What follows belongs to an exercise in optimizing a design on an open flow for small area and few clock cycles; a production flow would make more cautious choices.
At most, simulation tests tie the RTL to the original design; equivalence was not proved.
The RTL of runs 1 and 2 was laid out without a check of its function.
No driver is modelled on the clock port, so clocking that relies on it looks cheaper here than on a real chip.
Power and IR drop assume default switching activity.

File: design/flow/standard.sh
#!/bin/bash
# synth_recipe.tcl (not shown) runs the flow's synth.tcl, then flattens the netlist and writes it again
# the make line also repeats each setting of config.mk as NAME=value (left out here)
make -C /OpenROAD-flow-scripts/flow DESIGN_CONFIG=/design/flow/config.mk WORK_HOME=/design/flow/orfs CLKGATE_MAP_FILE= SYNTH_SCRIPT=/design/flow/synth_recipe.tcl "${@:-finish}"
File: design/flow/constraint.sdc
create_clock -name core_clock -period 20.0 [get_ports {clk}]
set_input_delay 4.0000 -clock core_clock [delete_from_list [all_inputs] [get_ports {clk}]]
set_output_delay 4.0000 -clock core_clock [all_outputs]
set_load 0.01 [all_outputs]
File: design/flow/design.v
module ft245_bridge (
    input clk,
    input rst,
    input [7:0] D_in,
    output [7:0] D_out,
    output D_oe,
    input RXFn,
    input TXEn,
    output RDn,
    output WRn,
    input rd_en,
    output [7:0] rd_data,
    output rd_empty,
    input wr_en,
    input [7:0] wr_data,
    output wr_full
    );
    reg [1:0] rxf_sync, txe_sync;
    always @(posedge clk)
        if(rst) begin
            rxf_sync <= 2'b11;
            txe_sync <= 2'b11;
        end else begin
            rxf_sync <= {rxf_sync[0], RXFn};
            txe_sync <= {txe_sync[0], TXEn};
        end
    ft245_async_fifo #(.read_depth(3), .write_depth(3)) bridge (
        .D_in(D_in), .D_out(D_out), .D_oe(D_oe),
        .RXFn_sync(rxf_sync[1]), .TXEn_sync(txe_sync[1]),
        .RDn(RDn), .WRn(WRn),
        .clk_50mhz(clk), .rst(rst),
        .rd_en(rd_en), .rd_data(rd_data), .rd_empty(rd_empty),
        .wr_en(wr_en), .wr_data(wr_data), .wr_full(wr_full));
endmodule

module fifo #(
    parameter data_width=8,
    parameter slots=9
    )
    (
    input clk,
    input push,
    input [data_width-1:0] din,
    input [slots-1:0] sel,
    output reg [data_width-1:0] dout
    );
    reg [data_width*slots-1:0] mem;
    always @(posedge clk)
        if(push)
            mem <= {mem[data_width*(slots-1)-1:0], din};
    integer i;
    always @*
    begin
        dout = {data_width{1'b0}};
        for(i=0; i<slots; i=i+1)
            dout = dout | (mem[i*data_width +: data_width] & {data_width{sel[i]}});
    end
endmodule
module ft245_async_fifo #(
    parameter read_depth=3,
    parameter write_depth=3
    )
    (
    input [7:0] D_in,       
    output [7:0] D_out,     
    output D_oe,            
    input RXFn_sync,        
    input TXEn_sync,        
    output RDn,             
    output WRn,             
    input clk_50mhz,
    input rst,
    input rd_en,
    output [7:0] rd_data,
    output rd_empty,
    input wr_en,
    input [7:0] wr_data,
    output wr_full
    );
    reg rs1, rs2, ws1, ws2;
    reg [3:0] rx_n;
    reg [3:0] tx_t;
    wire [8:0] rx_sel, tx_sel;
    genvar g;
    generate
        for(g=0; g<9; g=g+1)
        begin : dec
            assign rx_sel[g] = (rx_n == g);
            assign tx_sel[g] = (tx_t == g);
        end
    endgenerate
    assign rd_empty = rx_sel[0] && !rs1;
    assign wr_full = tx_sel[8];
    wire tx_empty = tx_t[3] & tx_t[2];
    wire rd_can = !rs1 && !rs2 && !RXFn_sync && !rx_n[3];
    wire wr_can = !ws1 && !ws2 && !TXEn_sync && !tx_empty;
    reg pref_wr;
    wire start_rd = rd_can && !ws1 && !(wr_can && pref_wr);
    wire start_wr = wr_can && !rs1 && !(rd_can && !pref_wr);
    assign RDn = !(start_rd || rs1);
    assign WRn = !(start_wr || ws1);
    assign D_oe = RDn;
    wire rx_pop = rd_en && !rd_empty;
    wire tx_push = wr_en && !wr_full;
    fifo #(.data_width(8), .slots(9)) read_fifo
        (.clk(clk_50mhz), .push(rs1), .din(D_in), .sel(rx_sel), .dout(rd_data));
    fifo #(.data_width(8), .slots(9)) write_fifo
        (.clk(clk_50mhz), .push(tx_push), .din(wr_data), .sel(tx_sel), .dout(D_out));
    always @(posedge clk_50mhz)
    begin
        if(rst)
        begin
            rs1 <= 1'b0;
            rs2 <= 1'b0;
            ws1 <= 1'b0;
            ws2 <= 1'b0;
            rx_n <= 4'd0;
            tx_t <= 4'd15;
            pref_wr <= 1'b0;
        end
        else
        begin
            rs1 <= start_rd;
            rs2 <= rs1;
            ws1 <= start_wr;
            ws2 <= ws1;
            if(start_rd) pref_wr <= 1'b1;
            else if(start_wr) pref_wr <= 1'b0;
            if(rs1 && !rx_pop) rx_n <= rx_n + 1'b1;
            else if(rx_pop && !rs1) rx_n <= rx_n - 1'b1;
            if(tx_push && !ws1) tx_t <= tx_t + 1'b1;
            else if(ws1 && !tx_push) tx_t <= tx_t - 1'b1;
        end
    end
endmodule
File: design/flow/config.mk
export PLATFORM = sky130hd
export DESIGN_NAME = ft245_bridge
export DESIGN_NICKNAME = ft245_bridge
export VERILOG_FILES = /design/flow/design.v
export SDC_FILE = /design/flow/constraint.sdc
export NUM_CORES = 4
export LEC_CHECK = 0
export CAP_MARGIN = 20
export CORE_MARGIN = 2
export CORE_UTILIZATION = 75
export CTS_BUF_LIST = sky130_fd_sc_hd__clkbuf_8
export PLACE_DENSITY = 0.85
export SLEW_MARGIN = 20
File: design/flow/flow/run.sh
#!/bin/bash
# The standard layout (the standard.sh, standard synthesis unchanged),
# with two placement/CTS options changed:
#  - port buffers use the smallest buffer cell instead of clkdlybuf4s50_1;
#  - clock tree built from clkbuf_8 without dummy balancing loads.
# Full tool output goes to standard.log; ORFS's per-step logs stay under orfs/logs.
set -uo pipefail
export BUFFER_PORTS_ARGS="-buffer_cell sky130_fd_sc_hd__buf_1"
export CTS_ARGS="-sink_clustering_enable -repair_clock_nets -buf_list sky130_fd_sc_hd__clkbuf_8 -dont_use_dummy_load"
bash standard.sh > standard.log 2>&1
==> run notes, run 1 <==
• Post-DP HPWL: 6.92 mm
• total global-route track usage: 0.291
• summed negative setup slack over all endpoints: 0 ns
• first-pass GRT wire length: 18.8 mm
• FF-to-FF setup slack: 16.29 ns
• clock tree from TritonCTS: yes
• Routed Wire Length: 12.1 mm
• Net Sw Power: 0.000237 W
• number of warnings printed during yosys synthesis: 3
• Final Max Slew Viols: 0
• VDD IR max: 0.161 mV
• crit share post-route: 0.335
• Seq cells post-synth: 161
• first-pass detailed-route iteration total: 8
• Worst Path Class, Setup: flop to output port
• post-synthesis area per instance: 15.8 um^2
• Final Hold Viols: 0
• # DRC: 0
• worst-case hold slack: 0.422 ns
• clock transition at the register clock pins on the worst setup and hold paths after CTS: 0.08 ns
• worst rel slew slack: 0.379
• most frequently used flop master after synthesis: sky130_fd_sc_hd__edfxtp_1
• routing usage on met2: 0.442
• layout cells sized above 1: 0.0638
• cell type with the largest total area after synthesis: sky130_fd_sc_hd__edfxtp_1
• maximum number of pins on one net before global-route repair: 78
• proportion of register bits with asynchronous set or reset after synthesis: 0
• core region area: 8090 um^2
• Tightest Pin Transition: 0.932 ns
• area enclosed by the die boundary: 8940 um^2
• sequential area share after synthesis: 0.759
• antenna violations before repair: 0
• violation count after the first detailed-routing iteration: 464
• type of destination of the critical path: output port
• root buffer selected by CTS: sky130_fd_sc_hd__clkbuf_8
• Clk network pwr share: 0.225
• unrepaired setup endpoints after global routing: false
• total number of vias: 3748
• remaining global-route overflow: 0
• summed instance area of the synthesized netlist: 6150 um^2
• grt peak-use layer: met2
• met3 track demand over resource in global routing: 0.0774
• startpoint class of the critical path: flop
• run status: complete, no violations
• starting utilization of the core area: 0.760
• number of top-level design ports: 43
• Clock Path Buffers: 2
• average wire per cell in the routed design: 22.9 um
• reg2reg start: bridge.tx_t[0]$_SDFFE_PP1P_
• Die Ht: 94.5 um
• Internal Dissipation: 0.000534 W
• number of max-capacitance violations reported: 0
• synth-to-layout area growth: 7.24%
• Post-Syn Instances: 388
• path depth of the worst reg2reg path: 10
• number of global-route vias before repair: 3631
• clock sinks: 161
• number of distinct standard cells referenced by the synthesized netlist: 41
• maximum fanout count along the critical path: 20
• worst endpoint required time: 16.00 ns
• synthesized net count: 421
• Flop pwr share: 0.537
• # diodes: 0
• PwrDens: 117 nW/um^2
• worst path arrival time: 2.69 ns
• switching power share of the total: 0.308
• worst-case clock skew: 0.0185 ns
• fmax: 149 MHz
• Routability Congestion: 0.799
• die boundary width: 94.5 um
• Hold Buf Count CTS: 0
• CTS buffer count: 17
• global-route track usage on met1: 0.408
• # port buffers: 42
• average via count per standard cell: 7.10
• r2r endpoint: bridge.tx_t[2]$_SDFFE_PP1P_
• number of gates resized after cts: 0
• path class of the lowest-slack min-delay path: flop to flop
• post-synth top area share: 0.703
• nets: 458
• number of flops mapped to enable cells by yosys: 144
• cells taking the most area after synthesis: sky130_fd_sc_hd__edfxtp_1, sky130_fd_sc_hd__dfxtp_1, sky130_fd_sc_hd__a22oi_1
• Final setup viols: 0
• remaining number of nets flagged by the antenna check after routing: 0
• Critical Path Source: bridge.tx_t[0]$_SDFFE_PP1P_
• total leakage power: 2.18 nW
• worst-skew pair later-pin latency: 0.43 ns
• fin crit period: 6.69 ns
• CTS H-Tree Depth: 4
• num rows: 33
• end point of the critical path: D_out[4]
• total setup buffers inserted after CTS: 0
• Combinational Power Share: 0.238
cell usage after synthesis (all sizes together) (7+ instances only):
cell,n
edfxtp,144
a21oi,25
a22oi,21
clkbuf,20
dfxtp,17
a22o,15
nand2,14
a31oi,13
ha,11
nor2b,9
a221oi,8
a222oi,8
nor2,8
o22ai,8
nand3,7
flip-flops by register name, summed over array words and instances, names as in the netlist:
| name | flops |
|---|---|
| txe_sync | 2 |
| bridge.write_fifo.mem | 72 |
| bridge.ws2 | 1 |
| bridge.pref_wr | 1 |
| bridge.rs1 | 1 |
| bridge.rs2 | 1 |
| bridge.ws1 | 1 |
| rxf_sync | 2 |
| bridge.rx_n | 4 |
| bridge.tx_t | 4 |
| bridge.read_fifo.mem | 72 |
logic make-up (layout without fill, tap and decap cells):
kind of cell | after synthesis | in the layout | synth area share
buffers and inverters | 32 | 67 | 0.0201
AOI/OAI and AO/OA | 118 | 118 | 0.137
DFF | 161 | 161 | 0.759
and+or+nand+nor | 58 | 58 | 0.0492
xor gates and xnor gates | 5 | 5 | 0.00712
muxes | 3 | 3 | 0.00509
adders and majority gates | 11 | 11 | 0.0224
cell type report:
class                      instances  area, um^2
clock buffer                      17         234
fill                             421        1500
inverter                           6        22.5
multi-input combinational        195        1370
sequential                       161        4670
tap                              105         131
timing repair buffer              44         173
stage by stage:
step / power (W) / area, um^2 / utilization / setup slack (ns) / instances
3_5_place_dp: 0.000600 / 6360 / 0.786 / 13.77 / 511
4_1_cts: 0.000770 / 6590 / 0.815 / 13.38 / 528
3_3_place_gp: 0.000590 / 6360 / 0.786 / 13.92 / 511
2_1_floorplan: 0.000545 / 6150 / - / 11.35 / 388
6_report: 0.000771 / 6590 / 0.815 / 13.31 / 528
5_1_grt: 0.000802 / 6590 / 0.815 / 13.11 / 528
critical path: stages, from the launching register on:
cell and delay [ns]:
sky130_fd_sc_hd__dfxtp_1 0.38, sky130_fd_sc_hd__inv_1 0.13, sky130_fd_sc_hd__ha_1 0.69, sky130_fd_sc_hd__nor2b_1 0.33, sky130_fd_sc_hd__a21oi_1 0.11, sky130_fd_sc_hd__a311oi_1 0.42
sky130_fd_sc_hd__buf_1 0.20
power by group through the flow:
stage,clock [W],sequential (W),combinational [W]
global placement,0,0.000418,0.000172
CTS,0.000174,0.000414,0.000182
global route,0.000184,0.000417,0.000201
detailed placement,0,0.000420,0.000180
floorplan,0,0.000407,0.000138
finish,0.000173,0.000414,0.000183
worst min path at each step:
stage | to | slack (ns) | depth (start not counted) | from
2_1_floorplan | rxf_sync[1]$_SDFF_PP1_ | 0.39 | 1 | rxf_sync[0]$_SDFF_PP1_
3_3_place_gp | rxf_sync[1]$_SDFF_PP1_ | 0.39 | 1 | rxf_sync[0]$_SDFF_PP1_
3_5_place_dp | txe_sync[1]$_SDFF_PP1_ | 0.40 | 1 | txe_sync[0]$_SDFF_PP1_
4_1_cts | txe_sync[1]$_SDFF_PP1_ | 0.42 | 1 | txe_sync[0]$_SDFF_PP1_
5_1_grt | txe_sync[1]$_SDFF_PP1_ | 0.45 | 1 | txe_sync[0]$_SDFF_PP1_
6_report | txe_sync[1]$_SDFF_PP1_ | 0.42 | 1 | txe_sync[0]$_SDFF_PP1_
per-layer routing:
| metal | share of wire | vias to the layer above |
|---|---|---|
| met2 | 0.49 | 264 |
| met1 | 0.39 | 1829 |
| met3 | 0.094 | 38 |
| li1 | - | 1617 |
| met5 | 0 | - |
| met4 | 0.031 | 0 |
layout by cell type (no fill, tap or decap), types with 3 or more instances in the layout:
cell,n
sky130_fd_sc_hd__xor2_1,3
sky130_fd_sc_hd__nand3_1,7
sky130_fd_sc_hd__ha_1,11
sky130_fd_sc_hd__a22o_1,15
sky130_fd_sc_hd__nor3_1,3
sky130_fd_sc_hd__nor2b_1,8
sky130_fd_sc_hd__buf_1,42
sky130_fd_sc_hd__or2_2,4
sky130_fd_sc_hd__nand2_1,14
sky130_fd_sc_hd__a311oi_1,3
sky130_fd_sc_hd__o21ai_0,6
sky130_fd_sc_hd__a21oi_1,25
sky130_fd_sc_hd__dfxtp_1,16
sky130_fd_sc_hd__nand2b_1,3
sky130_fd_sc_hd__a2111oi_0,3
sky130_fd_sc_hd__a22oi_1,21
sky130_fd_sc_hd__edfxtp_1,144
sky130_fd_sc_hd__o22ai_1,8
sky130_fd_sc_hd__a221oi_1,8
sky130_fd_sc_hd__a222oi_1,8
sky130_fd_sc_hd__nor2_1,8
sky130_fd_sc_hd__a31oi_1,13
sky130_fd_sc_hd__clkbuf_8,17
sky130_fd_sc_hd__inv_1,6
==> inputs of run 2 (changes only) <==
--- a/design/flow/config.mk
+++ b/design/flow/config.mk
@@ -7,7 +7,7 @@
 export LEC_CHECK = 0
 export CAP_MARGIN = 20
 export CORE_MARGIN = 2
-export CORE_UTILIZATION = 75
+export CORE_UTILIZATION = 60
 export CTS_BUF_LIST = sky130_fd_sc_hd__clkbuf_8
-export PLACE_DENSITY = 0.85
+export PLACE_DENSITY = 0.75
 export SLEW_MARGIN = 20
==> run notes, run 2 <==
• unrepaired setup endpoints after global routing: false
• Die Ht: 105 um
• Routed Wire Length: 10.8 mm
• proportion of register bits with asynchronous set or reset after synthesis: 0
• first-pass GRT wire length: 17.3 mm
• VDD IR max: 0.0960 mV
• synthesized net count: 421
• Flop pwr share: 0.542
• clock sinks: 161
• setup ws final: 13.33 ns
• Seq cells post-synth: 161
• remaining number of nets flagged by the antenna check after routing: 0
• synth-to-layout area growth: 7.81%
• post-synth top area share: 0.703
• cell with the biggest individual delay on the critical path: sky130_fd_sc_hd__a2111oi_0
• clock transition at the register clock pins on the worst setup and hold paths after CTS: 0.08 ns
• worst rel slew slack: 0.377
• number of distinct standard cells referenced by the synthesized netlist: 41
• # DRC: 0
• switching power share of the total: 0.300
• # diodes: 0
• layout cells sized above 1: 0.0638
• number of flops mapped to enable cells by yosys: 144
• most common cell after layout, fill and taps aside: sky130_fd_sc_hd__edfxtp_1
• CTS buffer count: 17
• Post-Syn Instances: 388
• top cells by instance count after synthesis: sky130_fd_sc_hd__edfxtp_1, sky130_fd_sc_hd__a21oi_1, sky130_fd_sc_hd__a22oi_1
• most frequent cell after synthesis: sky130_fd_sc_hd__edfxtp_1
• cells taking the most area after synthesis: sky130_fd_sc_hd__edfxtp_1, sky130_fd_sc_hd__dfxtp_1, sky130_fd_sc_hd__a22oi_1
• area enclosed by the die boundary: 11100 um^2
• summed negative setup slack over all endpoints: 0 ns
• cell chain of the critical path: inv_1 -> ha_1 -> nand3_1 -> o21ai_0 -> a2111oi_0 -> a311oi_1 -> buf_1
• number of max-capacitance violations reported: 0
• Post-DP HPWL: 6.20 mm
• remaining global-route overflow: 0
• type of destination of the critical path: output port
• FF-to-FF setup slack: 16.30 ns
• number of warnings printed during yosys synthesis: 3
• delay contributed by the slowest stage of the critical path: 0.62 ns
• clock tree from TritonCTS: yes
• Combinational Power Share: 0.233
• violation count after the first detailed-routing iteration: 387
• starting utilization of the core area: 0.623
• worst endpoint required time: 16.00 ns
• Final setup viols: 0
• Worst Path Class, Setup: flop to output port
• total setup buffers inserted after CTS: 0
• worst-case clock skew: 0.0230 ns
• run status: complete, no violations
• # port buffers: 42
• fmax: 150 MHz
• Clock Path Buffers: 2
• number of gates resized after cts: 0
• Tightest Pin Transition: 0.935 ns
• total leakage power: 2.18 nW
• Net Sw Power: 0.000228 W
• fin crit period: 6.67 ns
• summed instance area of the synthesized netlist: 6150 um^2
• Final Max Slew Viols: 0
• maximum fanout count along the critical path: 24
• core region area: 9860 um^2
• post-synthesis area per instance: 15.8 um^2
• most frequent cells in the layout: sky130_fd_sc_hd__edfxtp_1, sky130_fd_sc_hd__buf_1, sky130_fd_sc_hd__a21oi_1
• first-pass detailed-route iteration total: 5
• registers with the highest flip-flop counts: bridge.read_fifo.mem: 72 flops, bridge.write_fifo.mem: 72 flops
• CTS H-Tree Depth: 4
• antenna violations before repair: 0
• sequential area share after synthesis: 0.759
• Routability Congestion: 0.775
• number of top-level design ports: 43
• most frequently used flop master after synthesis: sky130_fd_sc_hd__edfxtp_1
• total of fill cells in the finished design: 678
• number of global-route vias before repair: 3293
• Clk network pwr share: 0.225
• PwrDens: 115 nW/um^2
• die boundary width: 105 um
• total global-route track usage: 0.207
• post-placement worst setup slack: 13.76 ns
• path class of the lowest-slack min-delay path: flop to flop
• Internal Dissipation: 0.000533 W
• nets: 458
• maximum number of pins on one net before global-route repair: 78
• root buffer selected by CTS: sky130_fd_sc_hd__clkbuf_8
• worst path arrival time: 2.67 ns
• Hold Buf Count CTS: 0
• average via count per standard cell: 6.27
• Final Hold Viols: 0
• average wire per cell in the routed design: 19.4 um
• cell type with the largest total area after synthesis: sky130_fd_sc_hd__edfxtp_1
• num rows: 36
• crit share post-route: 0.334
• worst-skew pair later-pin latency: 0.44 ns
• startpoint class of the critical path: flop
• total number of vias: 3487
[run 2: final timing paths]
kind	startpoint	to	depth (start not counted)
min	txe_sync[0]$_SDFF_PP1_	txe_sync[1]$_SDFF_PP1_	1
max	bridge.rx_n[0]$_SDFFE_PP0P_	rd_data[0]	7
min reg2reg	txe_sync[0]$_SDFF_PP1_	txe_sync[1]$_SDFF_PP1_	1
max reg2reg	bridge.tx_t[0]$_SDFFE_PP1P_	bridge.tx_t[2]$_SDFFE_PP1P_	10
[run 2: through the flow]
step                       util  hold slack, ns  instance area (um^2)  power [W]  cells
final                     0.672           0.408                  6630   0.000762    556
after global routing      0.672           0.423                  6630   0.000803    556
after CTS                 0.672           0.411                  6630   0.000767    556
after detailed placement  0.648           0.397                  6390   0.000597    539
after global placement    0.648           0.392                  6390   0.000592    539
after floorplan               -           0.389                  6150   0.000545    388
[run 2: cells by family (layout without fill, tap and decap cells)]
family                   after synthesis  in the layout  share of synthesized area
XOR/XNOR                               5              5                    0.00712
AO/OA/AOI/OAI                        118            118                      0.137
flip-flops                           161            161                      0.759
adder cells (fa/ha/maj)               11             11                     0.0224
multiplexers                           3              3                    0.00509
buffers and inverters                 32             67                     0.0201
AND/OR/NAND/NOR                       58             58                     0.0492
[run 2: worst max-delay path, delay by kind of cell, from the launching register on]
family          cells  cell delay, ns
compound gates      3            0.80
fa+ha+maj           1            0.52
flops               1            0.41
buf+inv             2            0.29
simple gates        1            0.20
[run 2: area by class of cell]
class | instances | area (um^2) | share of cell area
well taps | 133 | 166 | 0.0251
multi-input cells | 195 | 1370 | 0.206
flip-flops and latches | 161 | 4670 | 0.704
inverters | 6 | 22.5 | 0.00340
repair buffers | 44 | 173 | 0.0260
clock buffers | 17 | 234 | 0.0353
[run 2: metal layers]
| layer | vias up | global-route usage | routed length, um |
|---|---|---|---|
| li1 | 1617 | - | - |
| met2 | 119 | 0.289 | 5120 |
| met3 | 8 | 0.0674 | 664 |
| met5 | - | 0 | 0 |
| met4 | 0 | 0.0781 | 108 |
| met1 | 1743 | 0.308 | 4880 |
[run 2: power groups by stage]
stage / combinational (W) / clock (W) / sequential [W]
after floorplan: 0.000138 / 0 / 0.000407
after global placement: 0.000173 / 0 / 0.000418
after detailed placement: 0.000177 / 0 / 0.000420
after CTS: 0.000178 / 0.000176 / 0.000413
after global routing: 0.000198 / 0.000189 / 0.000416
final: 0.000178 / 0.000171 / 0.000413
==> inputs of run 3 (changes only) <==
==> design/flow/design.v (replaced) <==
module ft245_bridge (
    input clk,
    input rst,
    input [7:0] D_in,
    output [7:0] D_out,
    output D_oe,
    input RXFn,
    input TXEn,
    output RDn,
    output WRn,
    input rd_en,
    output [7:0] rd_data,
    output rd_empty,
    input wr_en,
    input [7:0] wr_data,
    output wr_full
    );
    reg [1:0] rxf_sync, txe_sync;
    always @(posedge clk)
        if(rst) begin
            rxf_sync <= 2'b11;
            txe_sync <= 2'b11;
        end else begin
            rxf_sync <= {rxf_sync[0], RXFn};
            txe_sync <= {txe_sync[0], TXEn};
        end
    ft245_async_fifo #(.read_depth(3), .write_depth(3)) bridge (
        .D_in(D_in), .D_out(D_out), .D_oe(D_oe),
        .RXFn_sync(rxf_sync[1]), .TXEn_sync(txe_sync[1]),
        .RDn(RDn), .WRn(WRn),
        .clk_50mhz(clk), .rst(rst),
        .rd_en(rd_en), .rd_data(rd_data), .rd_empty(rd_empty),
        .wr_en(wr_en), .wr_data(wr_data), .wr_full(wr_full));
endmodule

module fifo #(
    parameter data_width=8,
    parameter stages=9
    )
    (
    input clk,
    input reset,
    input push,                      
    input [data_width-1:0] din,
    input pop,                       
    output [data_width-1:0] dout,    
    output head_valid,               
    output ready_top                 
    );
    reg [data_width-1:0] data [0:stages-1];
    reg [stages-1:0] valid;
    wire [stages-1:0] ready;
    genvar i;
    generate
        for(i=0; i<stages; i=i+1)
        begin : st
            if(i == 0)
                assign ready[i] = !valid[i] || pop;
            else
                assign ready[i] = !valid[i] || ready[i-1];
            if(i == stages-1)
            begin
                always @(posedge clk)
                    if(reset) valid[i] <= 1'b0;
                    else if(ready[i]) valid[i] <= push;
                always @(posedge clk)
                    if(ready[i]) data[i] <= din;
            end
            else
            begin
                always @(posedge clk)
                    if(reset) valid[i] <= 1'b0;
                    else if(ready[i]) valid[i] <= valid[i+1];
                always @(posedge clk)
                    if(ready[i]) data[i] <= data[i+1];
            end
        end
    endgenerate
    assign dout = data[0];
    assign head_valid = valid[0];
    assign ready_top = ready[stages-1];
endmodule
module ft245_async_fifo #(
    parameter read_depth=3,
    parameter write_depth=3
    )
    (
    input [7:0] D_in,       
    output [7:0] D_out,     
    output D_oe,            
    input RXFn_sync,        
    input TXEn_sync,        
    output RDn,             
    output WRn,             
    input clk_50mhz,
    input rst,
    input rd_en,
    output reg [7:0] rd_data,
    output rd_empty,
    input wr_en,
    input [7:0] wr_data,
    output wr_full
    );
    reg rs1, rs2, ws1, ws2;
    wire rx_valid, rx_room;
    wire [7:0] rx_head;
    assign rd_empty = !rx_valid;
    wire rx_pop = rd_en && rx_valid;
    wire tx_valid, tx_room;
    assign wr_full = !tx_room;
    wire tx_push = wr_en && tx_room;
    reg pref_wr;
    wire rd_can = !rs1 && !rs2 && !RXFn_sync && rx_room;
    wire wr_can = !ws1 && !ws2 && !TXEn_sync && tx_valid;
    wire start_rd = rd_can && !ws1 && !(wr_can && pref_wr);
    wire start_wr = wr_can && !rs1 && !(rd_can && !pref_wr);
    assign RDn = !(start_rd || rs1);
    assign WRn = !(start_wr || ws1);
    assign D_oe = RDn;
    fifo #(.data_width(8), .stages(8)) read_fifo
        (.clk(clk_50mhz), .reset(rst),
         .push(rs1), .din(D_in),
         .pop(rx_pop), .dout(rx_head), .head_valid(rx_valid), .ready_top(rx_room));
    fifo #(.data_width(8), .stages(9)) write_fifo
        (.clk(clk_50mhz), .reset(rst),
         .push(tx_push), .din(wr_data),
         .pop(ws1), .dout(D_out), .head_valid(tx_valid), .ready_top(tx_room));
    always @(posedge clk_50mhz)
        if(rx_pop)
            rd_data <= rx_head;
    always @(posedge clk_50mhz)
    begin
        if(rst)
        begin
            rs1 <= 1'b0;
            rs2 <= 1'b0;
            ws1 <= 1'b0;
            ws2 <= 1'b0;
            pref_wr <= 1'b0;
        end
        else
        begin
            rs1 <= start_rd;
            rs2 <= rs1;
            ws1 <= start_wr;
            ws2 <= ws1;
            if(start_rd) pref_wr <= 1'b1;
            else if(start_wr) pref_wr <= 1'b0;
        end
    end
endmodule
--- a/design/flow/config.mk
+++ b/design/flow/config.mk
@@ -7,7 +7,7 @@
 export LEC_CHECK = 0
 export CAP_MARGIN = 20
 export CORE_MARGIN = 2
-export CORE_UTILIZATION = 60
+export CORE_UTILIZATION = 40
 export CTS_BUF_LIST = sky130_fd_sc_hd__clkbuf_8
-export PLACE_DENSITY = 0.75
+export PLACE_DENSITY = 0.6
 export SLEW_MARGIN = 20
==> run notes, run 3 <==
• run status: complete, no violations
• Final setup viols: 0
• VDD IR max: 0.0429 mV
• first-pass detailed-route iteration total: 4
• Post-DP HPWL: 3.63 mm
• layout cells sized above 1: 0.0799
• path depth of the worst reg2reg path: 3
• most frequent cells in the layout: sky130_fd_sc_hd__edfxtp_1, sky130_fd_sc_hd__buf_1, sky130_fd_sc_hd__dfxtp_1
• placed cell areas: 5680 um^2
• antenna violations before repair: 0
• fmax: 109 MHz
• total setup buffers inserted after CTS: 0
• most frequent cell after synthesis: sky130_fd_sc_hd__edfxtp_1
• summed negative setup slack over all endpoints: 0 ns
• number of gates resized after cts: 0
• root buffer selected by CTS: sky130_fd_sc_hd__clkbuf_8
• Worst Path Class, Setup: input pin to output port
• nets: 337
• starting utilization of the core area: 0.406
• first-pass GRT wire length: 9.56 mm
• die boundary width: 120 um
• type of destination of the critical path: output port
• fin area: 5910 um^2
• Final Hold Viols: 0
• flip-flop count of the largest register after layout: 72
• most common cell after layout, fill and taps aside: sky130_fd_sc_hd__edfxtp_1
• # DRC: 0
• post-synth top area share: 0.810
• cell type with the largest total area after synthesis: sky130_fd_sc_hd__edfxtp_1
• Die Ht: 120 um
• PwrDens: 97.6 nW/um^2
• fin crit period: 9.14 ns
• Flop pwr share: 0.697
• Routability Congestion: 0.768
• maximum number of pins on one net before global-route repair: 27
• remaining global-route overflow: 0
• number of top-level design ports: 43
• # port buffers: 42
• num rows: 42
• Clock Path Buffers: 2
• worst endpoint required time: 16.00 ns
• average via count per standard cell: 4.28
• total leakage power: 2.04 nW
• total global-route track usage: 0.0904
• unrepaired setup endpoints after global routing: false
• synth-to-layout area growth: 10.8%
• maximum fanout count along the critical path: 5
• sequential area share after synthesis: 0.907
• clock transition at the register clock pins on the worst setup and hold paths after CTS: 0.07 ns
• path class of the lowest-slack min-delay path: flop to flop
• remaining number of nets flagged by the antenna check after routing: 0
• CTS buffer count: 17
• synthesized net count: 283
• Post-Syn Instances: 261
• total number of vias: 2095
• startpoint class of the critical path: input pin
• average wire per cell in the routed design: 11.4 um
• crit share post-route: 0.457
• worst path arrival time: 5.14 ns
• total area of multi-input combinational cells: 404 um^2
• Seq cells post-synth: 170
• violation count after the first detailed-routing iteration: 92
• Combinational Power Share: 0.009
• Routed Wire Length: 5.56 mm
• summed instance area of the synthesized netlist: 5340 um^2
• clock tree from TritonCTS: yes
• # diodes: 0
• CTS H-Tree Depth: 4
• number of warnings printed during yosys synthesis: 6
• number of distinct standard cells referenced by the synthesized netlist: 29
• most frequently used flop master after synthesis: sky130_fd_sc_hd__edfxtp_1
• Clk network pwr share: 0.294
• core region area: 13100 um^2
• cells taking the most area after synthesis: sky130_fd_sc_hd__edfxtp_1, sky130_fd_sc_hd__dfxtp_1, sky130_fd_sc_hd__a21oi_1
• register with the most flip-flops: bridge.write_fifo.data
• number of max-capacitance violations reported: 0
• hold path depth: 0
• proportion of register bits with asynchronous set or reset after synthesis: 0
• area enclosed by the die boundary: 14300 um^2
• Net Sw Power: 0.000101 W
• top cells by instance count after synthesis: sky130_fd_sc_hd__edfxtp_1, sky130_fd_sc_hd__dfxtp_1, sky130_fd_sc_hd__a21oi_1
• total of fill cells in the finished design: 1169
• worst rel slew slack: 0.623
• Tightest Pin Transition: 0.565 ns
• number of global-route vias before repair: 2056
• Storage cell area: 4840 um^2
• Hold Buf Count CTS: 0
• switching power share of the total: 0.175
• Final Max Slew Viols: 0
• registers with the highest flip-flop counts: bridge.write_fifo.data: 72 flops, bridge.read_fifo.data: 64 flops, bridge.write_fifo.valid: 9 flops
• clock sinks: 170
• Internal Dissipation: 0.000476 W
• worst-skew pair later-pin latency: 0.43 ns
• number of flops mapped to enable cells by yosys: 144
• worst-case clock skew: 0.0150 ns
• post-synthesis area per instance: 20.5 um^2
==> run 3: cell types whose count changed after synthesis, sizes merged, moves of 7 or more <==
cell / before / now
a21oi: 25 / 16
a221oi: 8 / 0
a222oi: 8 / 0
a22o: 15 / 0
a22oi: 21 / 0
a31oi: 13 / 1
clkbuf: 20 / 2
dfxtp: 17 / 26
ha: 11 / 0
inv: 6 / 14
nand2: 14 / 6
nor2b: 9 / 2
o22ai: 8 / 0
==> run 3: worst paths after layout <==
path	from	end	slack, ns
worst max-delay path	rd_en	D_oe	10.86
worst min-delay path	bridge.write_fifo.data[5][6]$_DFFE_PP_	bridge.write_fifo.data[4][6]$_DFFE_PP_	0.41
worst max register to register	bridge.read_fifo.valid[0]$_SDFFE_PP0P_	bridge.read_fifo.data[7][5]$_DFFE_PP_	17.93
worst min register to register	bridge.write_fifo.data[5][6]$_DFFE_PP_	bridge.write_fifo.data[4][6]$_DFFE_PP_	0.41
==> run 3: cell families after synthesis <==
logic type             share of synthesized area
flip-flops                                 0.907
buffers and inverters                     0.0169
AND/OR/NAND/NOR                           0.0539
AO/OA/AOI/OAI                             0.0218
==> run 3: layout make-up <==
| cell class | instances | share of cell area |
|---|---|---|
| Multi-Input combinational cell | 70 | 0.0683 |
| Inverter | 14 | 0.00889 |
| Timing Repair Buffer | 42 | 0.0269 |
| Sequential cell | 170 | 0.819 |
| Clock buffer | 17 | 0.0396 |
| Tap cell | 176 | 0.0372 |
==> run 3: worst max-delay path, cell delays in order <==
cell and delay, ns:
sky130_fd_sc_hd__buf_1 0.10, sky130_fd_sc_hd__and4b_1 0.37, sky130_fd_sc_hd__nand4_1 0.22, sky130_fd_sc_hd__a31oi_1 0.28, sky130_fd_sc_hd__buf_1 0.18
==> run 3: layer usage <==
layer  part of all wire  vias to the layer above  track usage  routed length [um]
li1                   -                     1075            -                   -
met1               0.44                      949        0.109                2460
met2               0.47                       57        0.132                2600
met3              0.061                       14       0.0375                 338
met4              0.027                        0       0.0632                 149
met5                  0                        -            0                   0
==> run 3: per-stage QoR <==
stage / total power (W) / worst slack, ns / utilization / hold WS [ns] / instances
floorplan: 0.000412 / 11.04 / - / 0.389 / 261
global route: 0.000600 / 10.72 / 0.450 / 0.417 / 489
detailed placement: 0.000416 / 10.87 / 0.432 / 0.393 / 472
finish: 0.000577 / 10.86 / 0.450 / 0.407 / 489
CTS: 0.000585 / 10.86 / 0.450 / 0.409 / 489
global placement: 0.000415 / 10.93 / 0.432 / 0.392 / 472
==> run 3: power by group through the flow <==
stage	Clock (W)	Combinational [W]	Sequential, W
after floorplan	0	0.00000222	0.000410
after global placement	0	0.00000503	0.000410
after detailed placement	0	0.00000526	0.000411
after CTS	0.000177	0.00000527	0.000403
after global routing	0.000190	0.00000591	0.000404
final	0.000170	0.00000522	0.000403
Testbench counts of run 3, summed over its fixed seeds: cycles 7,398.
==> inputs of run 4 (changes only) <==
==> design/flow/flow/run.sh (replaced) <==
#!/bin/bash
# The standard layout (the standard.sh, standard synthesis unchanged),
# with two placement/CTS changes:
#  - port buffers use the smallest buffer cell instead of clkdlybuf4s50_1;
#  - the clock tree is built by flow/manual_cts.tcl (PRE_CTS hook): a root
#    clkbuf_4 and 10 clkbuf_8 leaves over balanced register clusters.
# Full tool output goes to standard.log; ORFS's per-step logs stay under orfs/logs.
set -uo pipefail
export BUFFER_PORTS_ARGS="-buffer_cell sky130_fd_sc_hd__buf_1"
export PRE_CTS_TCL="$PWD/flow/manual_cts.tcl"
export CTS_ARGS="-clk_nets clk -buf_list sky130_fd_sc_hd__clkbuf_8 -dont_use_dummy_load"
bash standard.sh > standard.log 2>&1
==> design/flow/flow/manual_cts.tcl (new file) <==
# PRE_CTS hook: builds the clock tree by hand, then TritonCTS (run with
# -clk_nets clk) finds the clock net already buffered and leaves it alone.
# Two levels: one root buffer at the centre of the leaves, driving NLEAF leaf
# buffers, each at the centroid of a balanced k-means cluster of register
# clock pins (clusters of equal size, so every leaf sees about the same load).
proc manual_clock_tree {nleaf leafcell rootcell} {
  set block [ord::get_db_block]
  set dbu [$block getDefUnits]
  set net [$block findNet clk]
  set pts {}
  foreach sp [get_pins -of_objects [get_nets clk] -filter "direction==input"] {
    set inst [[sta::sta_to_db_pin $sp] getInst]
    set bb [$inst getBBox]
    set x [expr {([$bb xMin] + [$bb xMax]) / 2.0 / $dbu}]
    set y [expr {([$bb yMin] + [$bb yMax]) / 2.0 / $dbu}]
    lappend pts [list $sp $x $y]
  }
  set n [llength $pts]
  # k-means, initial centres spread along sorted x then y
  set sorted [lsort -real -index 1 $pts]
  set cent {}
  for {set k 0} {$k < $nleaf} {incr k} {
    set p [lindex $sorted [expr {int(($k + 0.5) * $n / $nleaf)}]]
    lappend cent [list [lindex $p 1] [lindex $p 2]]
  }
  set cap [expr {int(ceil(double($n) / $nleaf))}]
  for {set iter 0} {$iter < 60} {incr iter} {
    # balanced assignment: points ordered by how much they prefer their best centre
    set order {}
    set i 0
    foreach p $pts {
      set ds {}
      for {set k 0} {$k < $nleaf} {incr k} {
        lassign [lindex $cent $k] cx cy
        lappend ds [list $k [expr {abs([lindex $p 1]-$cx) + abs([lindex $p 2]-$cy)}]]
      }
      set ds [lsort -real -index 1 $ds]
      set regret [expr {[llength $ds] > 1 ? [lindex $ds 1 1] - [lindex $ds 0 1] : 0}]
      lappend order [list $i $regret $ds]
      incr i
    }
    set order [lsort -real -decreasing -index 1 $order]
    for {set k 0} {$k < $nleaf} {incr k} { set sx($k) 0.0; set sy($k) 0.0; set c($k) 0 }
    set assign [lrepeat $n -1]
    foreach o $order {
      lassign $o i regret ds
      foreach kd $ds {
        set k [lindex $kd 0]
        if {$c($k) < $cap} {
          lset assign $i $k
          set p [lindex $pts $i]
          set sx($k) [expr {$sx($k) + [lindex $p 1]}]
          set sy($k) [expr {$sy($k) + [lindex $p 2]}]
          incr c($k)
          break
        }
      }
    }
    set cent {}
    for {set k 0} {$k < $nleaf} {incr k} {
      if {$c($k) > 0} { lappend cent [list [expr {$sx($k)/$c($k)}] [expr {$sy($k)/$c($k)}]] } else { lappend cent {0 0} }
    }
  }
  set gx 0.0; set gy 0.0
  foreach cc $cent { set gx [expr {$gx + [lindex $cc 0]}]; set gy [expr {$gy + [lindex $cc 1]}] }
  set gx [expr {$gx / $nleaf}]; set gy [expr {$gy / $nleaf}]
  insert_buffer -buffer_cell $rootcell -net clk -location [list $gx $gy] -buffer_name clkbuf_root -net_name clk_root
  for {set k 0} {$k < $nleaf} {incr k} {
    set pl {}
    set i 0
    foreach p $pts {
      if {[lindex $assign $i] == $k} { lappend pl [lindex $p 0] }
      incr i
    }
    puts "leaf $k: [llength $pl] sinks at [lindex $cent $k]"
    insert_buffer -buffer_cell $leafcell -net clk_root -load_pins $pl -location [lindex $cent $k] -buffer_name clkbuf_leaf_$k -net_name clk_leaf_$k
  }
}

manual_clock_tree 10 sky130_fd_sc_hd__clkbuf_8 sky130_fd_sc_hd__clkbuf_4
set_propagated_clock [all_clocks]
==> run notes, run 4 <==
• run status: complete, no violations
• area enclosed by the die boundary: 14300 um^2
• placed cell areas: 5680 um^2
• Internal Dissipation: 0.000447 W
• core region area: 13100 um^2
• total setup buffers inserted after CTS: 0
• total global-route track usage: 0.0791
• Seq cells post-synth: 170
• post-synth top area share: 0.810
• PwrDens: 93.3 nW/um^2
• most frequent cell after synthesis: sky130_fd_sc_hd__edfxtp_1
• number of max-capacitance violations reported: 0
• number of cells in the finished layout apart from fillers: 484
• most frequently used flop master after synthesis: sky130_fd_sc_hd__edfxtp_1
• fin crit period: 9.15 ns
• proportion of register bits with asynchronous set or reset after synthesis: 0
• cell family with most CP delay: simple AND/OR/NAND/NOR gates
• average via count per standard cell: 4.26
• number of buffer and inverter instances along the worst setup path: 2
• first-pass GRT wire length: 9.46 mm
• Die Ht: 120 um
• dominant combinational cell family by area after synthesis: simple AND/OR/NAND/NOR gates
• path class of the lowest-slack min-delay path: flop to flop
• most frequent cells in the layout: sky130_fd_sc_hd__edfxtp_1, sky130_fd_sc_hd__buf_1, sky130_fd_sc_hd__dfxtp_1
• Post-Synth XOR/XNOR Area: 0
• Post-DP HPWL: 3.63 mm
• worst rel slew slack: 0.619
• worst endpoint required time: 16.00 ns
• overall power after layout: 0.000544 W
• startpoint class of the critical path: input pin
• Clk network pwr share: 0.251
• number of top-level design ports: 43
• dominant cell type by count on the critical path: sky130_fd_sc_hd__buf_1
• total number of vias: 2062
• maximum number of pins on one net before global-route repair: 27
• maximum fanout count along the critical path: 5
• average wire per cell in the routed design: 11.5 um
• number of gates resized after cts: 0
• Final Max Slew Viols: 0
• cell with the biggest individual delay on the critical path: sky130_fd_sc_hd__and4b_1
• top cells by instance count after synthesis: sky130_fd_sc_hd__edfxtp_1, sky130_fd_sc_hd__dfxtp_1, sky130_fd_sc_hd__a21oi_1
• Net Sw Power: 0.0000965 W
• cell type with the largest total area after synthesis: sky130_fd_sc_hd__edfxtp_1
• number of distinct standard cells referenced by the synthesized netlist: 29
• switching power share of the total: 0.177
• simple logic cell fraction of the synthesized area: 0.0539
• fmax: 109 MHz
• Routed Wire Length: 5.54 mm
• summed negative setup slack over all endpoints: 0 ns
• register with the most flip-flops: bridge.write_fifo.data
• crit share post-route: 0.457
• post-synthesis compound-gate area fraction: 0.0218
• Tightest Pin Transition: 0.571 ns
• Final Hold Viols: 0
• Hold Buf Count CTS: 0
• registers with the highest flip-flop counts: bridge.write_fifo.data: 72 flops, bridge.read_fifo.data: 64 flops, bridge.write_fifo.valid: 9 flops
• Flop pwr share: 0.740
• # DRC: 0
• worst-skew pair later-pin latency: 0.51 ns
• VDD IR max: 0.0430 mV
• worst-case clock skew: 0.0118 ns
• clock transition at the register clock pins on the worst setup and hold paths after CTS: 0.09 ns
• delay contributed by the slowest stage of the critical path: 0.37 ns
• sequential area share after synthesis: 0.907
• antenna violations before repair: 1
• Worst Path Class, Setup: input pin to output port
• Post-Syn Instances: 261
• Combinational Power Share: 0.010
• nets: 331
• Final setup viols: 0
• cell chain of the critical path: buf_1 -> and4b_1 -> nand4_1 -> a31oi_1 -> buf_1
• unrepaired setup endpoints after global routing: false
• type of destination of the critical path: output port
• # port buffers: 42
• first-pass detailed-route iteration total: 5
• number of warnings printed during yosys synthesis: 6
• worst path arrival time: 5.15 ns
• total leakage power: 1.99 nW
• starting utilization of the core area: 0.406
• cells taking the most area after synthesis: sky130_fd_sc_hd__edfxtp_1, sky130_fd_sc_hd__dfxtp_1, sky130_fd_sc_hd__a21oi_1
• FF-to-FF setup slack: 17.92 ns
• multiplexer share of the synthesized area: 0
• instance count after placement with tap cells included: 472
• number of global-route vias before repair: 1998
• remaining number of nets flagged by the antenna check after routing: 0
• most common cell after layout, fill and taps aside: sky130_fd_sc_hd__edfxtp_1
• flip-flop count of the largest register after layout: 72
• fin area: 5830 um^2
• post-synthesis adder-cell area fraction: 0
• total of fill cells in the finished design: 1171
• number of flops mapped to enable cells by yosys: 144
• synth-to-layout area growth: 9.16%
• summed instance area of the synthesized netlist: 5340 um^2
• post-synthesis area per instance: 20.5 um^2
• Routability Congestion: 0.768
• remaining global-route overflow: 0
• num rows: 42
• die boundary width: 120 um
• violation count after the first detailed-routing iteration: 71
• synthesized net count: 283
• layout cells sized above 1: 0.0619
[run 4: changes by cell type in the layout (fill, tap and decap cells not counted)]
cell	before	now
sky130_fd_sc_hd__clkbuf_4	0	1
sky130_fd_sc_hd__clkbuf_8	17	10
sky130_fd_sc_hd__diode_2	0	1
[run 4: worst register-to-register path, stage by stage (launching register included)]
cell and delay, ns:
sky130_fd_sc_hd__dfxtp_1 0.40, sky130_fd_sc_hd__nor2b_1 0.47, sky130_fd_sc_hd__nand3_2 0.33, sky130_fd_sc_hd__or3_1 0.58
[run 4: layout make-up, clock buffers not listed]
cell class	instances	area (um^2)	area share
flip-flops and latches	170	4840	0.831
multi-input cells	70	404	0.0693
well taps	176	220	0.0378
repair buffers	42	159	0.0273
inverters	14	52.6	0.00902
diodes	1	2.50	0.000429
[run 4: logic make-up (layout without fill, tap and decap cells)]
group | Yosys count | after routing
AO/OA/AOI/OAI | 21 | 21
buffers and inverters | 21 | 67
flip-flops | 170 | 170
other | 0 | 1
AND/OR/NAND/NOR | 49 | 49
[run 4: layer usage]
metal  track usage  up-vias  wire, um
li1              -     1061         -
met1         0.108      921      2390
met2         0.133       70      2620
met3        0.0157       10       413
met4        0.0162        0       119
met5             0        -         0
[run 4: metrics by stage]
step           setup WS, ns   util  hold WS [ns]
6_report              10.85  0.444         0.416
5_1_grt               10.72  0.443         0.428
4_1_cts               10.86  0.443         0.415
3_5_place_dp          10.87  0.432         0.393
3_3_place_gp          10.93  0.432         0.392
2_1_floorplan         11.04      -         0.389
[run 4: power by group through the flow]
| stage | clock network (W) | registers (W) | logic, W |
|---|---|---|---|
| floorplan | 0 | 0.000410 | 0.00000222 |
| global placement | 0 | 0.000410 | 0.00000503 |
| detailed placement | 0 | 0.000411 | 0.00000526 |
| CTS | 0.000143 | 0.000402 | 0.00000527 |
| global route | 0.000156 | 0.000404 | 0.00000593 |
| finish | 0.000136 | 0.000402 | 0.00000519 |
[run 4: final timing paths]
kind,endpoint,from,cells past startpoint
max,D_oe,rd_en,5
max reg2reg,bridge.read_fifo.data[7][5]$_DFFE_PP_,bridge.read_fifo.valid[0]$_SDFFE_PP0P_,3
min,rxf_sync[1]$_SDFF_PP1_,rxf_sync[0]$_SDFF_PP1_,1
min reg2reg,rxf_sync[1]$_SDFF_PP1_,rxf_sync[0]$_SDFF_PP1_,1
==> inputs of run 5 (changes only) <==
--- a/design/flow/design.v
+++ b/design/flow/design.v
@@ -109,11 +109,10 @@
     wire tx_valid, tx_room;
     assign wr_full = !tx_room;
     wire tx_push = wr_en && tx_room;
-    reg pref_wr;
     wire rd_can = !rs1 && !rs2 && !RXFn_sync && rx_room;
     wire wr_can = !ws1 && !ws2 && !TXEn_sync && tx_valid;
-    wire start_rd = rd_can && !ws1 && !(wr_can && pref_wr);
-    wire start_wr = wr_can && !rs1 && !(rd_can && !pref_wr);
+    wire start_rd = rd_can && !ws1;
+    wire start_wr = wr_can && !rs1 && !rd_can;
     assign RDn = !(start_rd || rs1);
     assign WRn = !(start_wr || ws1);
     assign D_oe = RDn;
@@ -136,7 +135,6 @@
             rs2 <= 1'b0;
             ws1 <= 1'b0;
             ws2 <= 1'b0;
-            pref_wr <= 1'b0;
         end
         else
         begin
@@ -144,8 +142,6 @@
             rs2 <= rs1;
             ws1 <= start_wr;
             ws2 <= ws1;
-            if(start_rd) pref_wr <= 1'b1;
-            else if(start_wr) pref_wr <= 1'b0;
         end
     end
 endmodule
--- a/design/flow/flow/run.sh
+++ b/design/flow/flow/run.sh
@@ -7,6 +7,7 @@
 # Full tool output goes to standard.log; ORFS's per-step logs stay under orfs/logs.
 set -uo pipefail
 export BUFFER_PORTS_ARGS="-buffer_cell sky130_fd_sc_hd__buf_1"
+export RECOVER_POWER=100
 export PRE_CTS_TCL="$PWD/flow/manual_cts.tcl"
 export CTS_ARGS="-clk_nets clk -buf_list sky130_fd_sc_hd__clkbuf_8 -dont_use_dummy_load"
 bash standard.sh > standard.log 2>&1
==> run notes, run 5 <==
• run status: complete, no violations
• Post-DP HPWL: 3.40 mm
• number of max-capacitance violations reported: 0
• first-pass GRT wire length: 8.73 mm
• startpoint class of the critical path: input pin
• register with the most flip-flops: bridge.write_fifo.data
• number of gates resized after cts: 0
• num rows: 41
• number of warnings printed during yosys synthesis: 6
• VDD IR max: 0.0393 mV
• area enclosed by the die boundary: 14100 um^2
• fmax: 109 MHz
• clock transition at the register clock pins on the worst setup and hold paths after CTS: 0.10 ns
• post-synth top area share: 0.821
• antenna violations before repair: 0
• maximum fanout count along the critical path: 12
• sequential area share after synthesis: 0.916
• PwrDens: 94.0 nW/um^2
• synthesized net count: 274
• first-pass detailed-route iteration total: 4
• Routability Congestion: 0.753
• summed negative setup slack over all endpoints: 0 ns
• worst rel slew slack: 0.270
• Worst Path Class, Setup: input pin to output port
• most common cell after layout, fill and taps aside: sky130_fd_sc_hd__edfxtp_1
• average via count per standard cell: 4.33
• Final Hold Viols: 0
• Final Max Slew Viols: 0
• starting utilization of the core area: 0.414
• Post-Syn Instances: 252
• Final setup viols: 0
• remaining global-route overflow: 0
• number of flops mapped to enable cells by yosys: 144
• most frequently used flop master after synthesis: sky130_fd_sc_hd__edfxtp_1
• maximum number of pins on one net before global-route repair: 25
• Die Ht: 119 um
• cells taking the most area after synthesis: sky130_fd_sc_hd__edfxtp_1, sky130_fd_sc_hd__dfxtp_1, sky130_fd_sc_hd__a21oi_1
• total global-route track usage: 0.0723
• path class of the lowest-slack min-delay path: flop to flop
• hold path depth: 0
• total setup buffers inserted after CTS: 0
• most frequent cells in the layout: sky130_fd_sc_hd__edfxtp_1, sky130_fd_sc_hd__buf_1, sky130_fd_sc_hd__dfxtp_1
• metal2 WL: 2.38 mm
• # DRC: 0
• type of destination of the critical path: output port
• path depth of the worst reg2reg path: 3
• # diodes: 0
• post-synthesis area per instance: 20.9 um^2
• Routed Wire Length: 5.15 mm
• most frequent cell after synthesis: sky130_fd_sc_hd__edfxtp_1
• unrepaired setup endpoints after global routing: false
• core region area: 12700 um^2
• cell type with the largest total area after synthesis: sky130_fd_sc_hd__edfxtp_1
• total number of vias: 2038
• fin crit period: 9.15 ns
• overall power after layout: 0.000540 W
• max layer used: met4
• number of top-level design ports: 43
• met3 WL post-DR: 328 um
• worst endpoint required time: 16.00 ns
• nets: 323
• top cells by instance count after synthesis: sky130_fd_sc_hd__edfxtp_1, sky130_fd_sc_hd__dfxtp_1, sky130_fd_sc_hd__nor2_1
• worst-skew pair later-pin latency: 0.51 ns
• Tightest Pin Transition: 1.09 ns
• total leakage power: 1.96 nW
• die boundary width: 119 um
• violation count after the first detailed-routing iteration: 114
• worst path arrival time: 5.15 ns
• crit share post-route: 0.458
• worst-case clock skew: 0.0147 ns
• synth-to-layout area growth: 9.05%
• proportion of register bits with asynchronous set or reset after synthesis: 0
• registers with the highest flip-flop counts: bridge.write_fifo.data: 72 flops, bridge.read_fifo.data: 64 flops, bridge.write_fifo.valid: 9 flops
• summed instance area of the synthesized netlist: 5270 um^2
• total of fill cells in the finished design: 1138
• flip-flop count of the largest register after layout: 72
• Seq cells post-synth: 169
• number of distinct standard cells referenced by the synthesized netlist: 27
• end-of-flow core utilization: 0.452
• # port buffers: 42
• routed metal-1 wirelength: 2.32 mm
• number of global-route vias before repair: 1951
• average wire per cell in the routed design: 10.9 um
• remaining number of nets flagged by the antenna check after routing: 0
• layout cells sized above 1: 0.0468
• Hold Buf Count CTS: 0
==> run 5: worst max-delay path: stages <==
cell and delay [ns]:
sky130_fd_sc_hd__buf_1 0.12, sky130_fd_sc_hd__and3b_1 0.33, sky130_fd_sc_hd__a41o_1 0.30, sky130_fd_sc_hd__a41oi_1 0.21, sky130_fd_sc_hd__buf_1 0.18
==> run 5: worst paths after layout <==
path	to	slack (ns)	from
setup / recovery	WRn	10.85	rd_en
hold / removal	bridge.write_fifo.data[5][6]$_DFFE_PP_	0.42	bridge.write_fifo.data[6][6]$_DFFE_PP_
setup reg to reg	bridge.write_fifo.data[8][1]$_DFFE_PN_	17.77	bridge.ws1$_SDFF_PP0_
hold reg to reg	bridge.write_fifo.data[5][6]$_DFFE_PP_	0.42	bridge.write_fifo.data[6][6]$_DFFE_PP_
==> run 5: per-layer routing <==
| layer | vias to the layer above | track usage |
|---|---|---|
| li1 | 1033 | - |
| met1 | 942 | 0.0939 |
| met2 | 53 | 0.125 |
| met3 | 10 | 0.0150 |
| met4 | 0 | 0.0171 |
| met5 | - | 0 |
==> run 5: cell families after synthesis <==
logic type	after synthesis	share of synthesized area
buffers and inverters	20	0.0171
and+or+nand+nor	45	0.0468
DFF	169	0.916
AOI/OAI and AO/OA	18	0.0204
==> run 5: area by class of cell, clock buffers not listed <==
| cell class | count | area (um^2) | share of cell area |
|---|---|---|---|
| Inverter | 14 | 53.8 | 0.00936 |
| Multi-Input combinational cell | 63 | 349 | 0.0608 |
| Sequential cell | 169 | 4820 | 0.840 |
| Tap cell | 172 | 215 | 0.0375 |
| Timing Repair Buffer | 42 | 158 | 0.0274 |
==> run 5: power breakdown <==
| group | leakage, nW | internal (W) | switching, W | total (W) |
|---|---|---|---|---|
| registers | 1.72 | 0.000396 | 0.00000362 | 0.000400 |
| clock network | 0.0765 | 0.0000467 | 0.0000887 | 0.000135 |
| logic | 0.169 | 0.00000204 | 0.00000280 | 0.00000484 |
| total | 1.96 | 0.000445 | 0.0000952 | 0.000540 |
==> run 5: per-stage QoR <==
stage / setup WS, ns / hold WS [ns] / area [um^2] / cells
floorplan: 11.05 / 0.383 / 5270 / 252
global placement: 10.87 / 0.387 / 5610 / 460
detailed placement: 10.84 / 0.395 / 5610 / 460
CTS: 10.83 / 0.414 / 5750 / 471
global route: 10.71 / 0.429 / 5750 / 471
finish: 10.85 / 0.415 / 5750 / 471
Testbench counts of run 5, summed over its fixed seeds: cycles 7,432.
==> inputs of run 6 (changes only) <==
--- a/design/flow/flow/run.sh
+++ b/design/flow/flow/run.sh
@@ -7,7 +7,6 @@
 # Full tool output goes to standard.log; ORFS's per-step logs stay under orfs/logs.
 set -uo pipefail
 export BUFFER_PORTS_ARGS="-buffer_cell sky130_fd_sc_hd__buf_1"
-export RECOVER_POWER=100
 export PRE_CTS_TCL="$PWD/flow/manual_cts.tcl"
 export CTS_ARGS="-clk_nets clk -buf_list sky130_fd_sc_hd__clkbuf_8 -dont_use_dummy_load"
 bash standard.sh > standard.log 2>&1
==> run notes, run 6 <==
• Combinational Power Share: 0.009
• total number of vias: 2028
• path class of the lowest-slack min-delay path: flop to flop
• number of global-route vias before repair: 1951
• # DRC: 0
• Hold Buf Count CTS: 0
• top cells by instance count after synthesis: sky130_fd_sc_hd__edfxtp_1, sky130_fd_sc_hd__dfxtp_1, sky130_fd_sc_hd__nor2_1
• worst-skew pair later-pin latency: 0.51 ns
• Tightest Pin Transition: 1.07 ns
• clock transition at the register clock pins on the worst setup and hold paths after CTS: 0.10 ns
• nets: 323
• cell with the biggest individual delay on the critical path: sky130_fd_sc_hd__and3b_1
• delay contributed by the slowest stage of the critical path: 0.34 ns
• Clk network pwr share: 0.251
• Worst Path Class, Setup: input pin to output port
• number of max-capacitance violations reported: 0
• unrepaired setup endpoints after global routing: false
• synthesized net count: 274
• VDD IR max: 0.0393 mV
• Final Max Slew Viols: 0
• Seq cells post-synth: 169
• startpoint class of the critical path: input pin
• crit share post-route: 0.458
• registers with the highest flip-flop counts: bridge.write_fifo.data: 72 flops, bridge.read_fifo.data: 64 flops, bridge.write_fifo.valid: 9 flops
• cell chain of the critical path: buf_1 -> and3b_1 -> a41o_1 -> a41oi_1 -> buf_1
• worst endpoint required time: 16.00 ns
• fin crit period: 9.15 ns
• Routability Congestion: 0.753
• total area of multi-input combinational cells: 354 um^2
• first-pass GRT wire length: 8.73 mm
• run status: complete, no violations
• number of flops mapped to enable cells by yosys: 144
• end-of-flow core utilization: 0.452
• most frequent cell after synthesis: sky130_fd_sc_hd__edfxtp_1
• worst path arrival time: 5.15 ns
• cells taking the most area after synthesis: sky130_fd_sc_hd__edfxtp_1, sky130_fd_sc_hd__dfxtp_1, sky130_fd_sc_hd__a21oi_1
• type of destination of the critical path: output port
• antenna violations before repair: 0
• # port buffers: 42
• first-pass detailed-route iteration total: 4
• total global-route track usage: 0.0723
• summed instance area of the synthesized netlist: 5270 um^2
• layout cells sized above 1: 0.0502
• starting utilization of the core area: 0.414
• Routed Wire Length: 5.14 mm
• Storage cell area: 4820 um^2
• Internal Dissipation: 0.000445 W
• placed cell areas: 5610 um^2
• dominant cell type by count on the critical path: sky130_fd_sc_hd__buf_1
• number of distinct standard cells referenced by the synthesized netlist: 27
• total of fill cells in the finished design: 1136
• Die Ht: 119 um
• most common cell after layout, fill and taps aside: sky130_fd_sc_hd__edfxtp_1
• switching power share of the total: 0.176
• fin area: 5750 um^2
• post-synthesis area per instance: 20.9 um^2
• number of warnings printed during yosys synthesis: 6
• Post-DP HPWL: 3.40 mm
• Net Sw Power: 0.0000951 W
• worst-case hold slack: 0.414 ns
• num rows: 41
• maximum fanout count along the critical path: 12
• worst-case clock skew: 0.0139 ns
• proportion of register bits with asynchronous set or reset after synthesis: 0
• maximum number of pins on one net before global-route repair: 25
• number of gates resized after cts: 0
• remaining number of nets flagged by the antenna check after routing: 0
• Final Hold Viols: 0
• total leakage power: 1.97 nW
• cell type with the largest total area after synthesis: sky130_fd_sc_hd__edfxtp_1
• die boundary width: 119 um
• core region area: 12700 um^2
• Final setup viols: 0
• area enclosed by the die boundary: 14100 um^2
• Flop pwr share: 0.740
• most frequent cells in the layout: sky130_fd_sc_hd__edfxtp_1, sky130_fd_sc_hd__buf_1, sky130_fd_sc_hd__dfxtp_1
• remaining global-route overflow: 0
• Post-Syn Instances: 252
• # diodes: 0
• fmax: 109 MHz
• average via count per standard cell: 4.31
• post-synth top area share: 0.821
• violation count after the first detailed-routing iteration: 115
• PwrDens: 93.9 nW/um^2
• flip-flop count of the largest register after layout: 72
• register with the most flip-flops: bridge.write_fifo.data
• summed negative setup slack over all endpoints: 0 ns
• number of top-level design ports: 43
• average wire per cell in the routed design: 10.9 um
• synth-to-layout area growth: 9.17%
• total setup buffers inserted after CTS: 0
• sequential area share after synthesis: 0.916
• most frequently used flop master after synthesis: sky130_fd_sc_hd__edfxtp_1
• worst rel slew slack: 0.289
[run 6: cell types whose count changed in the layout (fill, tap and decap cells not counted), sizes merged]
cell      change
buf           +1
clkbuf        -1
clkinvlp      -1
inv           +1
[run 6: worst paths after layout]
check	startpoint	endpoint	slack, ns	cells past startpoint
max	rd_en	WRn	10.85	5
min reg2reg	bridge.write_fifo.data[6][6]$_DFFE_PP_	bridge.write_fifo.data[5][6]$_DFFE_PP_	0.41	0
min	bridge.write_fifo.data[6][6]$_DFFE_PP_	bridge.write_fifo.data[5][6]$_DFFE_PP_	0.41	0
max reg2reg	bridge.ws1$_SDFF_PP0_	bridge.write_fifo.data[7][1]$_DFFE_PP_	18.20	4
[run 6: routing by layer]
metal	track usage	routed length, um	up-vias
met5	0	0	-
met3	0.0150	368	8
met4	0.0171	119	0
li1	-	-	1033
met2	0.125	2370	59
met1	0.0939	2280	928
[run 6: critical path, delay by kind of cell]
family / cells / cell delay [ns]
buf+inv: 2 / 0.30
simple gates: 1 / 0.34
compound gates: 2 / 0.51
[run 6: metrics by stage]
step,power [W],setup slack [ns],instances
6_report,0.000540,10.85,471
5_1_grt,0.000563,10.72,471
4_1_cts,0.000548,10.83,471
3_5_place_dp,0.000413,10.84,460
3_3_place_gp,0.000412,10.87,460
2_1_floorplan,0.000409,11.05,252
[run 6: cells by family after synthesis]
family,Yosys count,share of synthesized area
buffers and inverters,20,0.0171
AOI/OAI and AO/OA,18,0.0204
and+or+nand+nor,45,0.0468
DFF,169,0.916
[run 6: layout make-up, clock buffers not listed]
class	count	share of cell area
inverter	14	0.00957
timing repair buffer	42	0.0274
multi-input combinational	63	0.0616
tap	172	0.0374
sequential	169	0.839
[run 6: power by group through the flow]
| stage | sequential, W | clock [W] | combinational [W] |
|---|---|---|---|
| 2_1_floorplan | 0.000407 | 0 | 0.00000196 |
| 3_3_place_gp | 0.000407 | 0 | 0.00000482 |
| 3_5_place_dp | 0.000408 | 0 | 0.00000490 |
| 4_1_cts | 0.000400 | 0.000143 | 0.00000492 |
| 5_1_grt | 0.000402 | 0.000156 | 0.00000543 |
| 6_report | 0.000400 | 0.000135 | 0.00000482 |
==> inputs of run 7 (changes only) <==
--- a/design/flow/flow/run.sh
+++ b/design/flow/flow/run.sh
@@ -3,7 +3,7 @@
 # with two placement/CTS changes:
 #  - port buffers use the smallest buffer cell instead of clkdlybuf4s50_1;
 #  - the clock tree is built by flow/manual_cts.tcl (PRE_CTS hook): a root
-#    clkbuf_4 and 10 clkbuf_8 leaves over balanced register clusters.
+#    clkbuf_4 and 8 clkbuf_8 leaves over balanced register clusters.
 # Full tool output goes to standard.log; ORFS's per-step logs stay under orfs/logs.
 set -uo pipefail
 export BUFFER_PORTS_ARGS="-buffer_cell sky130_fd_sc_hd__buf_1"
--- a/design/flow/flow/manual_cts.tcl
+++ b/design/flow/flow/manual_cts.tcl
@@ -77,5 +77,5 @@
   }
 }
 
-manual_clock_tree 10 sky130_fd_sc_hd__clkbuf_8 sky130_fd_sc_hd__clkbuf_4
+manual_clock_tree 8 sky130_fd_sc_hd__clkbuf_8 sky130_fd_sc_hd__clkbuf_4
 set_propagated_clock [all_clocks]
--- a/design/flow/config.mk
+++ b/design/flow/config.mk
@@ -7,7 +7,7 @@
 export LEC_CHECK = 0
 export CAP_MARGIN = 20
 export CORE_MARGIN = 2
-export CORE_UTILIZATION = 40
+export CORE_UTILIZATION = 70
 export CTS_BUF_LIST = sky130_fd_sc_hd__clkbuf_8
-export PLACE_DENSITY = 0.6
+export PLACE_DENSITY = 0.8
 export SLEW_MARGIN = 20
==> run notes, run 7 <==
• layout cells sized above 1: 0.0438
• summed instance area of the synthesized netlist: 5270 um^2
• worst endpoint required time: 16.00 ns
• violation count after the first detailed-routing iteration: 103
• run status: complete, no violations
• total global-route track usage: 0.125
• VDD IR max: 0.0684 mV
• maximum fanout count along the critical path: 12
• starting utilization of the core area: 0.726
• Final Max Slew Viols: 0
• most frequent cells in the layout: sky130_fd_sc_hd__edfxtp_1, sky130_fd_sc_hd__buf_1, sky130_fd_sc_hd__dfxtp_1
• number of max-capacitance violations reported: 0
• most common cell after layout, fill and taps aside: sky130_fd_sc_hd__edfxtp_1
• number of global-route vias before repair: 1940
• worst-skew pair later-pin latency: 0.47 ns
• Routed Wire Length: 5.17 mm
• Final setup viols: 0
• number of cells in the finished layout apart from fillers: 396
• post-synth top area share: 0.821
• number of warnings printed during yosys synthesis: 6
• area enclosed by the die boundary: 8240 um^2
• Tightest Pin Transition: 0.994 ns
• crit share post-route: 0.456
• instance count after placement with tap cells included: 387
• Post-DP HPWL: 3.58 mm
• sequential area share after synthesis: 0.916
• registers with the highest flip-flop counts: bridge.write_fifo.data: 72 flops, bridge.read_fifo.data: 64 flops, bridge.write_fifo.valid: 9 flops
• Final Hold Viols: 0
• Post-Syn Instances: 252
• number of gates resized after cts: 0
• Worst Path Class, Setup: input pin to output port
• synth-to-layout area growth: 6.91%
• core region area: 7250 um^2
• worst path arrival time: 5.12 ns
• cell type with the largest total area after synthesis: sky130_fd_sc_hd__edfxtp_1
• worst-case clock skew: 0.0126 ns
• Die Ht: 90.8 um
• path class of the lowest-slack min-delay path: flop to flop
• # DRC: 0
• total setup buffers inserted after CTS: 0
• most frequently used flop master after synthesis: sky130_fd_sc_hd__edfxtp_1
• Routability Congestion: 0.708
• average wire per cell in the routed design: 13.1 um
• type of destination of the critical path: output port
• nets: 321
• first-pass detailed-route iteration total: 4
• fin crit period: 9.12 ns
• Seq cells post-synth: 169
• total leakage power: 1.95 nW
• cells taking the most area after synthesis: sky130_fd_sc_hd__edfxtp_1, sky130_fd_sc_hd__dfxtp_1, sky130_fd_sc_hd__a21oi_1
• remaining global-route overflow: 0
• register with the most flip-flops: bridge.write_fifo.data
• startpoint class of the critical path: input pin
• Hold Buf Count CTS: 0
• PwrDens: 93.5 nW/um^2
• first-pass GRT wire length: 8.48 mm
• top cells by instance count after synthesis: sky130_fd_sc_hd__edfxtp_1, sky130_fd_sc_hd__dfxtp_1, sky130_fd_sc_hd__nor2_1
• remaining number of nets flagged by the antenna check after routing: 0
• worst-case hold slack: 0.415 ns
• number of flops mapped to enable cells by yosys: 144
• antenna violations before repair: 0
• worst rel slew slack: 0.337
• synthesized net count: 274
• maximum number of pins on one net before global-route repair: 25
• proportion of register bits with asynchronous set or reset after synthesis: 0
• num rows: 31
• most frequent cell after synthesis: sky130_fd_sc_hd__edfxtp_1
• average via count per standard cell: 5.22
• number of top-level design ports: 43
• total number of vias: 2066
• post-synthesis area per instance: 20.9 um^2
• number of distinct standard cells referenced by the synthesized netlist: 27
• unrepaired setup endpoints after global routing: false
• flip-flop count of the largest register after layout: 72
• die boundary width: 90.8 um
• clock transition at the register clock pins on the worst setup and hold paths after CTS: 0.11 ns
• fmax: 110 MHz
• # port buffers: 42
• # diodes: 0
• summed negative setup slack over all endpoints: 0 ns
## run 7: cell counts after synthesis
No cell type changed its count.
## run 7: power by group
group / leakage (nW) / internal [W] / switching [W]
clock network: 0.0621 / 0.0000383 / 0.0000833
logic: 0.174 / 0.00000204 / 0.00000271
registers: 1.72 / 0.000396 / 0.00000392
total: 1.95 / 0.000437 / 0.0000900
## run 7: cell families after synthesis
group / Yosys count / synth area share
compound gates: 18 / 0.0204
buf+inv: 20 / 0.0171
simple gates: 45 / 0.0468
flops: 169 / 0.916
## run 7: area by class of cell, clock buffers not listed
type,count,area [um^2]
fillers,414,1620
inverters,14,55.1
multi-input cells,63,354
flip-flops and latches,169,4820
well taps,99,124
repair buffers,42,158
## run 7: path summary, 6_finish.rpt
path	endpoint	slack [ns]	start	cells after the start
worst max-delay path	WRn	10.88	rd_en	5
worst min-delay path	txe_sync[1]$_SDFF_PP1_	0.42	txe_sync[0]$_SDFF_PP1_	1
worst max register to register	bridge.write_fifo.data[7][4]$_DFFE_PP_	18.14	bridge.ws1$_SDFF_PP0_	4
worst min register to register	txe_sync[1]$_SDFF_PP1_	0.42	txe_sync[0]$_SDFF_PP1_	1
## run 7: stage by stage
step | utilization | area [um^2] | setup WS, ns | power, W
after floorplan | - | 5270 | 11.05 | 0.000409
after detailed placement | 0.760 | 5520 | 10.90 | 0.000413
after global routing | 0.777 | 5630 | 10.77 | 0.000543
final | 0.777 | 5630 | 10.88 | 0.000527
after CTS | 0.777 | 5630 | 10.88 | 0.000532
after global placement | 0.760 | 5520 | 10.91 | 0.000412
## run 7: critical path, stage by stage
cell	delay [ns]
sky130_fd_sc_hd__buf_1	0.10
sky130_fd_sc_hd__and3b_1	0.32
sky130_fd_sc_hd__a41o_1	0.30
sky130_fd_sc_hd__a41oi_1	0.23
sky130_fd_sc_hd__buf_1	0.17
## run 7: per-layer routing
| layer | up-vias | part of all wire | wire (um) | GRT usage |
|---|---|---|---|---|
| met5 | - | 0 | 0 | 0 |
| met4 | 0 | 0.015 | 80 | 0.0231 |
| met3 | 9 | 0.058 | 302 | 0.0200 |
| met2 | 59 | 0.51 | 2650 | 0.239 |
| met1 | 970 | 0.41 | 2140 | 0.152 |
| li1 | 1028 | - | - | - |

Re-timed with assumed drivers on the ports (clkbuf_16 on the clock, buf_2 on other inputs), run 7 has 10.850 ns of setup slack against 10.881 ns with ideal ports, and 10.850 ns once port delays also move by the mid clock arrival of 0.487 ns.
